This design comes from an exercise in tuning for small area on the open sky130 flow, not from production work. At most, simulation tests tie the RTL to the original design; equivalence was not proved. No activity file was given, so power comes from the tool's default toggle rates.

// asx_soupbintcp_itch
module asx_soupbintcp_itch (
    input  wire        clk,
    input  wire        rst,
    input  wire        ip_payload_valid,
    input  wire [7:0]  ip_payload_data,
    input  wire        ip_payload_start,
    input  wire        ip_payload_end,
    output wire [15:0] tcp_src_port,
    output wire [15:0] tcp_dst_port,
    output wire [31:0] tcp_seq_num,
    output wire [31:0] tcp_ack_num,
    output wire [3:0] tcp_data_offset,
    output wire [7:0] tcp_flags,
    output wire [15:0] tcp_window,
    output wire tcp_flag_syn,
    output wire tcp_flag_ack,
    output wire tcp_flag_fin,
    output wire tcp_flag_rst,
    output wire tcp_flag_psh,
    output wire tcp_header_valid,
    output wire tcp_parse_error,
    output wire session_active,
    output wire [63:0] session_sequence,
    output wire [7:0] pkt_type,
    output wire pkt_type_valid,
    output wire pkt_heartbeat,
    output wire pkt_login_accepted,
    output wire pkt_login_rejected,
    output wire pkt_end_session,
    output wire [31:0] seq_data_count,
    output wire [31:0] heartbeat_count,
    output wire parse_error,
    output wire msg_valid,
    output wire [7:0] msg_type,
    output wire msg_error,
    output wire [31:0] timestamp,
    output wire [63:0] order_id,
    output wire [31:0] orderbook_id,
    output wire side,
    output wire add_order_valid,
    output wire add_order_start,
    output wire [63:0] quantity,
    output wire [31:0] price,
  ...
==> flow/config.mk <==
export PLATFORM = sky130hd
export DESIGN_NAME = asx_soupbintcp_itch
export DESIGN_NICKNAME = asx_soupbintcp_itch
export VERILOG_FILES = /design/flow/design.v
export SDC_FILE = /design/flow/constraint.sdc
export NUM_CORES = 4
export LEC_CHECK = 0
export CAP_MARGIN = 20
export CORE_MARGIN = 2
export CORE_UTILIZATION = 40
export SLEW_MARGIN = 20
==> flow/constraint.sdc <==
create_clock -name core_clock -period 5.0 [get_ports {clk}]
set_input_delay 1.0000 -clock core_clock [delete_from_list [all_inputs] [get_ports {clk}]]
set_output_delay 1.0000 -clock core_clock [all_outputs]
set_load 0.01 [all_outputs]
standard.sh (not shown) runs the stock make flow with config.mk's settings and CLKGATE_MAP_FILE= SYNTH_SCRIPT=/design/flow/synth_recipe.tcl, a recipe that flattens the netlist after the stock synthesis.
==> flow/flow/run.sh <==
#!/bin/bash
# The standard layout (standard.sh) with: the smallest buffer cell on the
# ports, synthesis buffers removed at floorplan, no dummy clock-tree loads.
set -euo pipefail
export BUFFER_PORTS_ARGS="-buffer_cell sky130_fd_sc_hd__buf_1"
export REMOVE_ABC_BUFFERS=1
export CTS_ARGS="-sink_clustering_enable -repair_clock_nets -dont_use_dummy_load -buf_list sky130_fd_sc_hd__clkbuf_4 -sink_clustering_size 11 -sink_clustering_max_diameter 45"
bash standard.sh > standard_flow.log 2>&1
The first run completed with no timing, DRC or antenna violations.
==> next run, changes <==
==> flow/flow/run.sh (replaced) <==
#!/bin/bash
# The standard layout (standard.sh) with: the smallest buffer cell on the
# ports, synthesis buffers removed at floorplan, no dummy clock-tree loads.
set -euo pipefail
export BUFFER_PORTS_ARGS="-buffer_cell sky130_fd_sc_hd__buf_1"
export REMOVE_ABC_BUFFERS=1
export RECOVER_POWER=40
export CTS_ARGS="-sink_clustering_enable -repair_clock_nets -dont_use_dummy_load -buf_list sky130_fd_sc_hd__clkbuf_4 -sink_clustering_size 9 -sink_clustering_max_diameter 60"
bash standard.sh > standard_flow.log 2>&1
This time the run finished but failed the layout checks on capacitance limit, slew limit.
Non-clock buffer count is unchanged.
Register-to-register slack loses 0.21 ns.
Utilization stays flat.
Wire length went up by 2.0%.
Setup slack degrades by 0.21 ns.
Global-route usage climbs by 0.55 points.

asx_soupbintcp_itch, a different RTL version from the one above (not shown whole).
For scale: about 480 flip-flops, roughly 680 I/O pins, ~0.020 mm² of cells after synthesis.
## asx_soupbintcp_itch
module asx_soupbintcp_itch (
    input  wire        clk,
    input  wire        rst,
    input  wire        ip_payload_valid,
    input  wire [7:0]  ip_payload_data,
    input  wire        ip_payload_start,
    input  wire        ip_payload_end,
    output wire [15:0] tcp_src_port,
    output wire [15:0] tcp_dst_port,
    output wire [31:0] tcp_seq_num,
    output wire [31:0] tcp_ack_num,
    output wire [3:0] tcp_data_offset,
    output wire [7:0] tcp_flags,
    output wire [15:0] tcp_window,
    output wire tcp_flag_syn,
    output wire tcp_flag_ack,
    output wire tcp_flag_fin,
    output wire tcp_flag_rst,
    output wire tcp_flag_psh,
    output wire tcp_header_valid,
    output wire tcp_parse_error,
    output wire session_active,
    output wire [63:0] session_sequence,
    output wire [7:0] pkt_type,
    output wire pkt_type_valid,
    output wire pkt_heartbeat,
    output wire pkt_login_accepted,
    output wire pkt_login_rejected,
    output wire pkt_end_session,
    output wire [31:0] seq_data_count,
    output wire [31:0] heartbeat_count,
    output wire parse_error,
    output wire msg_valid,
    output wire [7:0] msg_type,
    output wire msg_error,
    output wire [31:0] timestamp,
    output wire [63:0] order_id,
    output wire [31:0] orderbook_id,
    output wire side,
    output wire add_order_valid,
    output wire add_order_start,
    output wire [63:0] quantity,
    output wire [31:0] price,
    output wire [15:0] order_attributes,
    output wire order_executed_valid,
    output wire [63:0] exec_quantity,
    output wire order_cancel_valid,
    output wire order_delete_valid,
    output wire order_replace_valid,
    output wire directory_valid,
    output wire system_event_valid,
    output wire [7:0] event_code,
    output wire [31:0] total_messages,
    output wire [31:0] parse_errors
);
==> flow/config.mk <==
export PLATFORM = sky130hd
export DESIGN_NAME = asx_soupbintcp_itch
export DESIGN_NICKNAME = asx_soupbintcp_itch
export VERILOG_FILES = /design/flow/design.v
export SDC_FILE = /design/flow/constraint.sdc
export NUM_CORES = 4
export LEC_CHECK = 0
export CAP_MARGIN = 20
export CORE_MARGIN = 2
export CORE_UTILIZATION = 40
export SLEW_MARGIN = 20
==> flow/constraint.sdc <==
create_clock -name core_clock -period 5.0 [get_ports {clk}]
set_input_delay 1.0000 -clock core_clock [delete_from_list [all_inputs] [get_ports {clk}]]
set_output_delay 1.0000 -clock core_clock [all_outputs]
set_load 0.01 [all_outputs]
==> flow/flow/run.sh <==
#!/bin/bash
# The standard layout (standard.sh) with: the smallest buffer cell on the
# ports, synthesis buffers removed at floorplan, no dummy clock-tree loads.
set -euo pipefail
export BUFFER_PORTS_ARGS="-buffer_cell sky130_fd_sc_hd__buf_1"
export REMOVE_ABC_BUFFERS=1
export CTS_ARGS="-sink_clustering_enable -repair_clock_nets -dont_use_dummy_load -buf_list sky130_fd_sc_hd__clkbuf_4 -sink_clustering_size 10 -sink_clustering_max_diameter 60"
bash standard.sh > standard_flow.log 2>&1
The baseline went through all stages and came out clean.
==> next run, changes <==
--- a/flow/flow/run.sh
+++ b/flow/flow/run.sh
@@ -6,3 +6,3 @@
 export REMOVE_ABC_BUFFERS=1
-export CTS_ARGS="-sink_clustering_enable -repair_clock_nets -dont_use_dummy_load -buf_list sky130_fd_sc_hd__clkbuf_4 -sink_clustering_size 10 -sink_clustering_max_diameter 60"
+export CTS_ARGS="-sink_clustering_enable -repair_clock_nets -dont_use_dummy_load -buf_list sky130_fd_sc_hd__clkbuf_8 -sink_clustering_size 16 -sink_clustering_max_diameter 80"
 bash standard.sh > standard_flow.log 2>&1
Result:
- routed wire length fell by 1.0%
- power rose by 2.1%
- register-to-register slack improved by 0.02 ns
- clock-buffer cell count fell by 19
- cell area rose by 0.38%
- clock power rose by about 7%
- via count fell by 1.1%
- global-route usage fell by 0.27 points
- worst hold slack improved by 0.19 ns
- maximum frequency rose by 0.61%
- die area does not change
==> next run, changes <==
--- a/flow/flow/run.sh
+++ b/flow/flow/run.sh
@@ -6,3 +6,3 @@
 export REMOVE_ABC_BUFFERS=1
-export CTS_ARGS="-sink_clustering_enable -repair_clock_nets -dont_use_dummy_load -buf_list sky130_fd_sc_hd__clkbuf_8 -sink_clustering_size 16 -sink_clustering_max_diameter 80"
+export CTS_ARGS="-sink_clustering_enable -repair_clock_nets -dont_use_dummy_load -sink_clustering_size 28 -sink_clustering_max_diameter 100"
 bash standard.sh > standard_flow.log 2>&1
Effect:
- The new run went through all stages and came out clean
- combinational power barely changes
- routed wire length barely changes
- cell area hardly moves
No functional check of the RTL was part of any run of this note.

-- static timing again, ports no longer ideal --
No port has a modelled driver above. Below, the same layouts with a new extraction and two added sets of constraints. Step 1 (the two cells are an assumption about what drives the block):
set clk [get_ports {clk}]
set_driving_cell -lib_cell sky130_fd_sc_hd__clkbuf_16 $clk
set_driving_cell -lib_cell sky130_fd_sc_hd__buf_2 [delete_from_list [all_inputs] $clk]
Step 2 also shifts input and output timing later by t, the mid clock arrival at the registers, as if the neighbouring blocks saw the same clock. Slacks: ideal ports / drivers / drivers and shift; pairs: ideal ports / drivers.
run	t (ns)	setup WS [ns]	hold WS [ns]	clock arrival spread, ns	cell pins on the clock port's net
the first run of note 1	0.825	1.209 / 1.209 / 1.209	0.282 / 0.290 / 0.486	0.130 / 0.130	1
the second run of note 1	0.871	1.004 / 1.004 / 0.376	0.254 / 0.274 / 0.485	0.086 / 0.086	1
the first run of note 2	0.833	1.014 / 1.014 / 1.014	0.278 / 0.283 / 0.525	0.090 / 0.090	1
the second run of note 2	0.639	1.038 / 1.038 / 1.038	0.464 / 0.479 / 0.515	0.076 / 0.075	1
the third run of note 2	0.613	0.984 / 0.984 / 0.984	0.515 / 0.522 / 0.522	0.042 / 0.042	1
The setup slack of the second run of note 1, which loses most, moves by 0.000 ns with the drivers and by -0.628 ns with both steps.
